This design comes from an exercise in tuning for small area on the open sky130 flow, not from production work. The RTL was checked by simulation tests, not by an equivalence proof against the original design. The clock input has no modelled driver; a real chip could not lean on it and would need a root buffer or a full tree. Power and IR drop assume default switching activity.

Design pkt_checker, start of the top module:
module pkt_checker(
input clk,
input rst_n,
input vid_in,
input [15:0]data_in,
input cpu_rd,
input [15:0]cpu_addr,
output [31:0]cpu_rdata,
output head_err,
output tail_err,
output short_pkt,
output long_pkt,
output ok_pkt,
output buf_we,
output [9:0]buf_waddr,
output [16:0]buf_wdata,
output [9:0]buf_commit
);
wire sram_we_a_n;
wire head_rise,tail_rise;
spt spt_0(
.clk_100m(clk),
.rst_spt_n(rst_n),
.spt_cpuif_head_err(head_err),
.spt_cpuif_tail_err(tail_err),
.spt_cpuif_short_pkt(short_pkt),
.spt_cpuif_long_pkt(long_pkt),
.spt_cpuif_ok_pkt(ok_pkt),
.head_rise(head_rise),
.tail_rise(tail_rise),
.vid_in(vid_in),
.data_in(data_in),
.SRAM_WE_A_N(sram_we_a_n),
.SRAM_ADDR_A(buf_waddr),
.SRAM_WDATA_A(buf_wdata),
.LAST_ADDR(buf_commit));
assign buf_we=~sram_we_a_n;
pkt_stats pkt_stats_0(
.clk_100m(clk),
.rst_core_n(rst_n),
.spt_cpuif_head_err(head_err),
.spt_cpuif_tail_err(tail_err),
.spt_cpuif_short_pkt(short_pkt),
.spt_cpuif_long_pkt(long_pkt),
.spt_cpuif_ok_pkt(ok_pkt),
.head_rise(head_rise),
.tail_rise(tail_rise),
.CPU_RD(cpu_rd),
.CPU_ADDR(cpu_addr),
.CPU_RDATA(cpu_rdata));
endmodule
For scale: roughly 800 cells after synthesis, about 220 flip-flops, roughly 110 I/O pins, roughly 0.0080 mm2 of cells after synthesis.
==> module spt, before the edit <==
module spt(
input clk_100m,
input rst_spt_n,
output reg spt_cpuif_head_err,
output reg spt_cpuif_tail_err,
output reg spt_cpuif_short_pkt,
output reg spt_cpuif_long_pkt,
output reg spt_cpuif_ok_pkt,
output head_rise,
output tail_rise,
input vid_in,
input [15:0]data_in,
output SRAM_WE_A_N,
output [9:0]SRAM_ADDR_A,
output [16:0]SRAM_WDATA_A,
output [9:0]LAST_ADDR);
reg vid_in_d0,vid_in_d1,vid_in_d2,vid_in_d3,vid_in_d4;
always@(posedge clk_100m)
if (!rst_spt_n)begin
vid_in_d0<=1'b0;
vid_in_d1<=1'b0;
vid_in_d2<=1'b0;
vid_in_d3<=1'b0;
vid_in_d4<=1'b0;
end
else begin
vid_in_d0<=vid_in;
vid_in_d1<=vid_in_d0;
vid_in_d2<=vid_in_d1;
vid_in_d3<=vid_in_d2;
vid_in_d4<=vid_in_d3;
end
wire vid_in_posedge=vid_in_d2&~vid_in_d3;
wire vid_in_negedge=~vid_in_d0&vid_in_d1;
wire payload_flag=vid_in_d2&vid_in_d3;
reg [15:0]data_1,data_2,data_3,data_reg;
always@(posedge clk_100m)begin
data_1<=data_in;
data_2<=data_1;
data_3<=data_2;
if(vid_in|vid_in_d0|vid_in_d1|vid_in_d2)
  data_reg<=data_3;
end
reg[1:0]cs,nxst;
parameter [1:0]
INIT=2'b00,
HEAD=2'b01,
LOAD=2'b11,
TAIL=2'b10;
wire init_st=cs==INIT;
wire head_st=cs==HEAD;
wire load_st=cs==LOAD;
wire tail_st=cs==TAIL;
always @(posedge clk_100m)
if(!rst_spt_n)
cs<=INIT;
else
cs<=nxst;
always @(*)
case(cs)
INIT: nxst=vid_in_posedge?HEAD:INIT;
HEAD: nxst=vid_in_d1?LOAD:INIT;
LOAD: nxst=vid_in_d1?LOAD:TAIL;
default: nxst=INIT;
endcase
reg [9:0]data_cnt;
always@(posedge clk_100m)
if(head_st)
data_cnt<=10'h000;
else
data_cnt<=data_cnt+load_st;
reg [16:0]sum;
wire sum_restart=head_st|(load_st&~vid_in_d3);
wire [15:0]sum_a=data_3;
wire [16:0]sum_b=sum_restart?17'h0:sum;
wire [16:0]sum_c;
assign sum_c[0]=sum_b[16];
genvar g;
generate for(g=0;g<16;g=g+1)begin:add
assign sum_c[g+1]=(sum_a[g]&sum_b[g])|(sum_c[g]&(sum_a[g]^sum_b[g]));
end endgenerate
always@(posedge clk_100m)
sum<={sum_c[16],sum_a^sum_b[15:0]^sum_c[15:0]};
wire tail_ok=(&sum[15:1])&(sum[16]?~sum[0]:(sum[0]&(|data_reg)));
always@(posedge clk_100m)
if(!rst_spt_n)
spt_cpuif_head_err<=1'b0;
else if(tail_st)
spt_cpuif_head_err<=1'b0;
else if(head_st)
spt_cpuif_head_err<=data_reg!=16'h55d5;
always@(posedge clk_100m)
if(!rst_spt_n|head_st)begin
spt_cpuif_tail_err<=1'b0;
spt_cpuif_short_pkt<=1'b0;
spt_cpuif_long_pkt<=1'b0;
spt_cpuif_ok_pkt<=1'b0;
end
else if(tail_st)begin
spt_cpuif_tail_err<=~tail_ok & data_cnt>=20 & data_cnt<=600;
spt_cpuif_short_pkt<=data_cnt<=20&data_cnt>3;
spt_cpuif_long_pkt<=data_cnt>601;
spt_cpuif_ok_pkt<=data_cnt>20 & data_cnt<=601 & tail_ok &~spt_cpuif_head_err;
end
reg head_d1,head_d2,tail_d1,tail_d2;
always@(posedge clk_100m)begin
head_d1<=head_st&~spt_cpuif_head_err;
head_d2<=head_d1;
tail_d1<=tail_st;
tail_d2<=tail_d1;
end
assign head_rise=head_d2;
assign tail_rise=tail_d2;
reg [9:0]last_addr;
reg spt_cs_a_n;
always@(posedge clk_100m)
if(!rst_spt_n)
spt_cs_a_n<=1'b1;
else if(!vid_in_d3&vid_in_d4)
spt_cs_a_n<=1'b1;
else if(vid_in_d3&!vid_in_d4)
spt_cs_a_n<=data_reg!=16'h55d5;
reg [9:0]spt_addr_a;
assign SRAM_WE_A_N=spt_cs_a_n;
assign SRAM_WDATA_A={vid_in_negedge,data_reg[7:0],data_reg[15:8]};
always@(posedge clk_100m)
if (head_st)
spt_addr_a<=spt_cpuif_ok_pkt? spt_addr_a : last_addr;
else
spt_addr_a<=spt_addr_a+payload_flag;
assign SRAM_ADDR_A=spt_addr_a;
always@(posedge clk_100m)
if(!rst_spt_n)
last_addr<=10'h000;
else if(spt_cpuif_ok_pkt)
last_addr<=spt_addr_a;
assign LAST_ADDR=last_addr;
endmodule
clock: 4.5 ns
lec_check: 0
cap_margin: 20
core_margin: 2
core_utilization: 60
slew_margin: 20
standard.sh (not shown) runs the stock make flow with config.mk's settings and CLKGATE_MAP_FILE= SYNTH_SCRIPT=/design/flow/synth_recipe.tcl, a recipe that flattens the netlist after the stock synthesis.
==> flow/flow/run.sh <==
#!/bin/bash
# Synthesis: the standard script, but ABC maps for area (flow/abc_area.script
# in place of the speed script) and Yosys's half/full-adder extraction is off,
# so ABC maps the adders and counters too. Registers are unchanged.
# Layout: the standard ORFS flow, with ports buffered by buf_1, one tie cell
# for the constant outputs, and the clock tree built by flow/manual_cts.tcl
# (ORFS's CTS step runs it and skips its own tree building).
set -euo pipefail
W=$PWD
rm -rf "$W/synth_scripts"
cp -r "$FLOW_HOME/scripts" "$W/synth_scripts"
cp "$W/flow/abc_area.script" "$W/synth_scripts/abc_speed.script"
bash standard.sh synth SCRIPTS_DIR="$W/synth_scripts" ADDER_MAP_FILE= > synth.log 2>&1
bash standard.sh finish SKIP_REPAIR_TIE_FANOUT=1 \
  BUFFER_PORTS_ARGS="-buffer_cell sky130_fd_sc_hd__buf_1" \
  PRE_CTS_TCL="$W/flow/manual_cts.tcl" \
  > layout.log 2>&1
Other scripts of this flow, unchanged in this note and not shown: flow/flow/abc_area.script, flow/flow/manual_cts.tcl
The starting point finished but failed the layout checks on negative setup slack.
Change:
--- a/flow/design.v
+++ b/flow/design.v
@@ -72,16 +72,10 @@
 reg [16:0]sum;
 wire sum_restart=head_st|(load_st&~vid_in_d3);
 wire [15:0]sum_a=data_3;
 wire [16:0]sum_b=sum_restart?17'h0:sum;
-wire [16:0]sum_c;
-assign sum_c[0]=sum_b[16];
-genvar g;
-generate for(g=0;g<16;g=g+1)begin:add
-assign sum_c[g+1]=(sum_a[g]&sum_b[g])|(sum_c[g]&(sum_a[g]^sum_b[g]));
-end endgenerate
-always@(posedge clk_100m)
-sum<={sum_c[16],sum_a^sum_b[15:0]^sum_c[15:0]};
+always@(posedge clk_100m)
+sum<=sum_a+sum_b[15:0]+sum_b[16];
 wire tail_ok=(&sum[15:1])&(sum[16]?~sum[0]:(sum[0]&(|data_reg)));
 always@(posedge clk_100m)
 if(!rst_spt_n)
 spt_cpuif_head_err<=1'b0;
Effect: Now the flow produced a clean layout. Clock power goes down by about 1%. Global-route usage goes down by 5.3 points. Sequential power stays flat. Setup slack improved by 1.5 ns. Register-to-register slack improved by 1.5 ns. Via count goes down by 5.8%. Synthesized cell count goes up by 2.4%. Cell count goes down by 5.4%. Maximum frequency goes up by 39%.
In every run of this note, the design's own scripts or RTL, not TritonCTS, make the clock network.

-- static timing again, ports no longer ideal --
The results above use ideal ports. As a check the final layouts listed here were re-extracted and re-timed, cells and wires unchanged. Step 1: set_driving_cell puts a clkbuf_16 on clk and a buf_2 on each other input, an assumption about the parent block. Step 2 also shifts input and output timing later by t, the mid clock arrival at the registers, as if the neighbouring blocks saw the same clock. a / b / c = ideal / step 1 / step 2; a / b = the first two.
run	shift t [ns]	slack for setup (ns)	hold slack, ns	worst setup path after step 2
the first run	0.409	-0.669 / -0.669 / -0.669	0.317 / 0.317 / 0.317	register to register
the second run	0.407	0.786 / 0.786 / 0.786	0.332 / 0.332 / 0.332	register to register
